Source: an optimization exercise on an open RTL-to-GDS flow (aim: small area, a short achievable clock period and few clock cycles per item). Production flows keep margins and buffers that such runs may drop. RTL that was checked went through simulation tests only; none was proved equivalent to the original. Power and IR drop assume default switching activity.

==> flow/design.v (excerpt) <==
module ee457_lab7_P3 (CLK,RSTB,IMEM_ADDR,IMEM_DATA,WB_WRITE,WB_RA,WB_RD);
Settings: LEC_CHECK=0, CAP_MARGIN=20, CORE_MARGIN=2, CORE_UTILIZATION=40, SLEW_MARGIN=20; clock period 3.0 ns.
run.sh (not shown) runs the stock make flow with config.mk's settings and CLKGATE_MAP_FILE= SYNTH_SCRIPT=/design/flow/synth_recipe.tcl, a recipe that flattens the netlist after the stock synthesis.
The baseline produced a clean layout.
Edit:
ABC_CLOCK_PERIOD_IN_PS = 1500   (was default)
SETUP_SLACK_MARGIN = 1.3   (was default)
Design area came out higher by a little under a tenth.
Routed wire length is higher by a few percent.
Clock-buffer cell count decreases by 8.
Sequential share of layout area falls by 3.4 points.
Total power went up by a few percent.
Utilization rises by 3.4 points.
Function was not checked in any run of this note: the RTL went through the layout flow alone.

raven:
The RTL this note starts from:
==> flow/design.v <==
`timescale 1 ns / 100 ps
module register_file (we, wd, regs_flat, clk);
  input clk;
  input [15:0] we;
  input [15:0] wd;
  output [255:0] regs_flat;
  reg [15:0] regs [0:15];
  integer j;
  always @(posedge clk)
    for (j = 0; j < 16; j = j + 1)
      if (we[j]) regs[j] <= wd;
  genvar k;
  generate for (k = 0; k < 16; k = k + 1) begin : g
    assign regs_flat[16*k +: 16] = regs[k];
  end endgenerate
endmodule
module addk (x, add1, add4, sub3, y);
  input [15:0] x;
  input add1, add4, sub3;
  output [15:0] y;
  wire a01 = x[1] & x[0];
  wire lo = add1 | sub3;             
  assign y[0] = x[0] ^ lo;
  assign y[1] = x[1] ^ (lo & x[0]);
  wire up = (add1 & a01) | add4;     
  wire dn = sub3 & ~a01;             
  genvar i;
  generate for (i = 2; i < 16; i = i + 1) begin : g
    wire p, z;
    if (i == 2) begin
      assign p = 1'b1; assign z = 1'b1;
    end else begin
      assign p = &x[i-1:2];
      assign z = ~|x[i-1:2];
    end
    assign y[i] = x[i] ^ ((up & p) | (dn & z));
  end endgenerate
endmodule
`timescale 1 ns / 100 ps
module ee457_lab7_P3 (CLK,RSTB,IMEM_ADDR,IMEM_DATA,WB_WRITE,WB_RA,WB_RD);
input CLK,RSTB;
output [5:0] IMEM_ADDR;
input [31:0] IMEM_DATA;
output reg WB_WRITE;
output reg [3:0] WB_RA;
output reg [15:0] WB_RD;
reg [15:0] wb_we;
wire [255:0] regs_flat;
register_file RF (.we(wb_we), .wd(WB_RD), .regs_flat(regs_flat), .clk(CLK));
function [15:0] init_val(input integer k);
  init_val = (k == 15) ? 16'hffff : (k == 14) ? 16'hfff8 : (16'h0001 << k);
endfunction
reg [5:0] pc;
assign IMEM_ADDR = pc;
always @(posedge CLK, negedge RSTB)
  if (!RSTB) pc <= 6'd0;
  else pc <= pc + 6'd1;
reg id_v, ex_v;
reg [3:0] id_rd, ex_rd;
wire [3:0] if_rx = IMEM_DATA[3:0];
wire [15:0] if_sel = 16'h0001 << if_rx;
reg [15:0] written;
wire [15:0] ex_dec = ex_v ? (16'h0001 << ex_rd) : 16'h0000;
always @(posedge CLK, negedge RSTB)
  if (!RSTB) written <= 16'h0000;
  else written <= written | ex_dec;
wire if_hz  = id_v && id_rd == if_rx;             
wire if_byp = ex_v && ex_rd == if_rx && !if_hz;   
wire if_use = written[if_rx];
wire if_rf  = !if_hz && !if_byp;
reg id_add1, id_add4, id_sub3;
reg id_hz, id_byp, id_init;
reg [15:0] id_sel;    
reg [3:0] id_rx;
always @(posedge CLK, negedge RSTB)
  if (!RSTB) id_v <= 1'b0;
  else id_v <= |IMEM_DATA[31:28];
always @(posedge CLK) begin
  id_add1 <= IMEM_DATA[28];
  id_add4 <= IMEM_DATA[29];
  id_sub3 <= IMEM_DATA[30];
  id_rd   <= IMEM_DATA[7:4];
  id_rx   <= if_rx;
  id_hz   <= if_hz;
  id_byp  <= if_byp;
  id_init <= if_rf && !if_use;
  id_sel  <= if_sel & written & {16{if_rf}};
end
reg [15:0] rd_val;
integer k;
always @* begin
  rd_val = 16'h0000;
  for (k = 0; k < 16; k = k + 1)
    rd_val = rd_val | ({16{id_sel[k]}} & regs_flat[16*k +: 16]);
end
wire [15:0] ex_y;
wire [15:0] id_x = ({16{id_hz}} & ex_y) | ({16{id_byp}} & WB_RD) | rd_val
                 | ({16{id_init}} & init_val(id_rx));
reg ex_add1, ex_add4, ex_sub3;
reg [15:0] ex_a;
always @(posedge CLK, negedge RSTB)
  if (!RSTB) ex_v <= 1'b0;
  else ex_v <= id_v;
always @(posedge CLK) begin
  ex_a    <= id_x;
  ex_add1 <= id_add1; ex_add4 <= id_add4; ex_sub3 <= id_sub3;
  ex_rd   <= id_rd;
end
addk AK (.x(ex_a), .add1(ex_add1), .add4(ex_add4), .sub3(ex_sub3), .y(ex_y));
always @(posedge CLK, negedge RSTB)
  if (!RSTB) WB_WRITE <= 1'b0;
  else WB_WRITE <= ex_v;
always @(posedge CLK) begin
  WB_RD <= ex_y;
  WB_RA <= ex_rd;
  wb_we <= ex_dec;    
end
endmodule
Settings: LEC_CHECK=0, ABC_CLOCK_PERIOD_IN_PS=1500, CAP_MARGIN=20, CORE_MARGIN=2, CORE_UTILIZATION=65, CTS_CLUSTER_DIAMETER=80, CTS_CLUSTER_SIZE=25, GPL_TIMING_DRIVEN=1, SETUP_SLACK_MARGIN=1.4, SLEW_MARGIN=20; clock period 3.0 ns.
standard.sh (not shown) runs the stock make flow with config.mk's settings and CLKGATE_MAP_FILE= SYNTH_SCRIPT=/design/flow/synth_recipe.tcl, a recipe that flattens the netlist after the stock synthesis.
==> flow/flow/run.sh <==
#!/bin/bash
# Layout flow: the standard ORFS flow (standard.sh) with these changes:
#  - ADDER_MAP_FILE empty: Yosys does not extract half/full adder cells, so
#    ABC maps all the combinational logic (registers are unchanged);
#  - DONT_USE_CELLS: the platform's list plus the slow 3/4-input OR/NOR
#    cells listed in flow/dont_use_extra.txt;
#  - MATCH_CELL_FOOTPRINT=0: timing repair may resize a gate to any cell of
#    the same function, not only one of the same footprint.
# The make output goes to run_make.log in this folder; ORFS's own per-step
# logs are under orfs/logs/.
set -uo pipefail
here=$(cd "$(dirname "$0")" && pwd)
base="$(grep -o 'sky130_fd_sc_hd__[a-z0-9_]*' "$FLOW_HOME/platforms/sky130hd/config.mk" | grep -e probe -e lpflow | tr '\n' ' ')"
extra="$(tr '\n' ' ' < "$here/dont_use_extra.txt")"
bash standard.sh ADDER_MAP_FILE= MATCH_CELL_FOOTPRINT=0 "DONT_USE_CELLS=$base $extra" finish > run_make.log 2>&1
status=$?
tail -n 40 run_make.log
exit $status
==> flow/flow/dont_use_extra.txt <==
sky130_fd_sc_hd__or4_1
sky130_fd_sc_hd__or4_2
sky130_fd_sc_hd__or4_4
sky130_fd_sc_hd__or4b_1
sky130_fd_sc_hd__or4b_2
sky130_fd_sc_hd__or4b_4
sky130_fd_sc_hd__or4bb_1
sky130_fd_sc_hd__or4bb_2
sky130_fd_sc_hd__or4bb_4
sky130_fd_sc_hd__nor4_1
sky130_fd_sc_hd__nor4_2
sky130_fd_sc_hd__nor4_4
sky130_fd_sc_hd__nor4b_1
sky130_fd_sc_hd__nor4b_2
sky130_fd_sc_hd__nor4b_4
sky130_fd_sc_hd__nor4bb_1
sky130_fd_sc_hd__nor4bb_2
sky130_fd_sc_hd__nor4bb_4
sky130_fd_sc_hd__or3_1
sky130_fd_sc_hd__or3_2
sky130_fd_sc_hd__or3_4
sky130_fd_sc_hd__or3b_1
sky130_fd_sc_hd__or3b_2
sky130_fd_sc_hd__or3b_4
Testbench counts of raven, summed over its fixed seeds: cycles 12,384, instrs 11,636.
Edits applied to the flow inputs when going from raven to ember:
--- a/flow/config.mk
+++ b/flow/config.mk
@@ -13,4 +13,3 @@
 export CTS_CLUSTER_SIZE = 25
-export GPL_TIMING_DRIVEN = 1
-export SETUP_SLACK_MARGIN = 1.4
+export SETUP_SLACK_MARGIN = 1.3
 export SLEW_MARGIN = 20
--- outcome ---
NOTE: worst setup slack in ember falls short of that of raven
Side by side, clock group total power turned out higher in ember than in raven.
Re number of sequential storage elements: no difference whatsoever between raven and ember.
ember against raven: sequential share of layout area was more or less identical; total power went down by about 0.6%.
The inputs of yarrow differ from those of ember as listed below.
--- a/flow/config.mk
+++ b/flow/config.mk
@@ -13,3 +13,3 @@
 export CTS_CLUSTER_SIZE = 25
-export SETUP_SLACK_MARGIN = 1.3
+export SETUP_SLACK_MARGIN = 1.55
 export SLEW_MARGIN = 20
### Flow results
yarrow ended up with WB_RD[13] as its worst setup path endpoint; ember ended up with ex_a[1]$_DFF_P_. Comparing yarrow with ember, the instance area after placement came out essentially unchanged. Diff ember and yarrow: proportion of power drawn by flip-flops and latches higher in ember. yarrow vs ember: first-iteration DRC count up by more than 10%. [compare] base=ember new=yarrow: wire length of the first global-routing pass went up by about 8%; sum of internal, switching and leakage power went up by about 4%; post-route fraction of the period consumed by the critical path went down by 1.0 points; slew of the pin with the lowest slew margin went down by 0.0082 ns.
Edits applied to the flow inputs when going from yarrow to nickel:
==> flow/run.sh (new file) <==
#!/bin/bash
# synth_recipe.tcl (not shown) runs the flow's synth.tcl, then flattens the netlist and writes it again
# the make line also repeats each setting of config.mk as NAME=value (left out here)
make -C /OpenROAD-flow-scripts/flow DESIGN_CONFIG=/design/flow/config.mk WORK_HOME=/design/flow/orfs CLKGATE_MAP_FILE= SYNTH_SCRIPT=/design/flow/synth_recipe.tcl finish
--- a/flow/config.mk
+++ b/flow/config.mk
@@ -7,3 +7,3 @@
 export LEC_CHECK = 0
-export ABC_CLOCK_PERIOD_IN_PS = 1500
+export ABC_CLOCK_PERIOD_IN_PS = 1000
 export CAP_MARGIN = 20
@@ -11,5 +11,3 @@
 export CORE_UTILIZATION = 65
-export CTS_CLUSTER_DIAMETER = 80
-export CTS_CLUSTER_SIZE = 25
-export SETUP_SLACK_MARGIN = 1.55
+export SETUP_SLACK_MARGIN = 1.4
 export SLEW_MARGIN = 20
removed: flow/flow/run.sh
removed: flow/flow/dont_use_extra.txt
removed: flow/standard.sh
### Flow results
Height of the die: yarrow vs nickel, no meaningful difference
As far as post-synthesis compound-gate area fraction is concerned, yarrow and nickel perform about the same.
nickel vs yarrow: worst setup slack down in nickel
Diff yarrow -> nickel: number of antenna violations at the first check in global routing has decreased, detailed-route via count has decreased, post-route fraction of the period consumed by the critical path has increased, routed wire length has decreased, maximum frequency has decreased.
Cmp yarrow and nickel / slew at the pin with the worst max-slew slack / lower: yarrow
nickel ended with every stage complete and zero timing, DRC or antenna violations.
nickel vs yarrow, topmost layer with routed signal wires: met4 vs met5
Measured against yarrow, the quantity of gates resized following cts of nickel comes out at 0.845 times the reference value.
Cmp yarrow and nickel / critical path depth in cells / higher: nickel
Here is what was changed in the inputs of delta compared with nickel.
--- a/flow/config.mk
+++ b/flow/config.mk
@@ -7,3 +7,3 @@
 export LEC_CHECK = 0
-export ABC_CLOCK_PERIOD_IN_PS = 1000
+export ABC_CLOCK_PERIOD_IN_PS = 1500
 export CAP_MARGIN = 20
@@ -11,2 +11,4 @@
 export CORE_UTILIZATION = 65
+export CTS_CLUSTER_DIAMETER = 80
+export CTS_CLUSTER_SIZE = 25
 export SETUP_SLACK_MARGIN = 1.4
Results
- For nickel and delta, there was not a single run that failed to finish clean.
- Relative to nickel, delta improves global-route wire length before repair.
- Relative to nickel, setup slack has decreased by 0.010 ns in delta.
- delta reports a lower synthesis-to-finish area growth than nickel does.

static timing again, ports no longer ideal:
No port has a modelled driver above. Below, the same layouts with a new extraction and two added sets of constraints. Step 1, drivers: a clkbuf_16 drives CLK and a buf_2 each remaining input, both assumed. Step 2 times the ports against the registers' clock, not the clock port: input delays grow and output delays shrink by t, the midpoint of the rising clock arrivals with the driver on. Three values: ideal ports, drivers, drivers and shift; two values: the first two.
run	shift t [ns]	setup slack, ns	worst hold slack (ns)
the first run of note 1	0.569	0.424 / 0.373 / 0.422	0.327 / 0.327 / 0.327
the second run of note 1	0.576	1.074 / 1.074 / 0.761	0.325 / 0.325 / 0.325
raven	0.554	1.325 / 1.279 / 0.955	0.339 / 0.334 / 0.339
ember	0.562	1.283 / 1.252 / 0.856	0.338 / 0.338 / 0.338
yarrow	0.557	1.314 / 1.269 / 0.990	0.333 / 0.318 / 0.334
nickel	0.559	1.111 / 1.111 / 0.930	0.330 / 0.310 / 0.330
delta	0.552	1.100 / 1.100 / 0.964	0.334 / 0.309 / 0.334
After both steps setup and hold are still met in every run listed. For ember, which loses most, drivers alone change the setup slack by -0.031 ns; drivers and shift together by -0.427 ns.
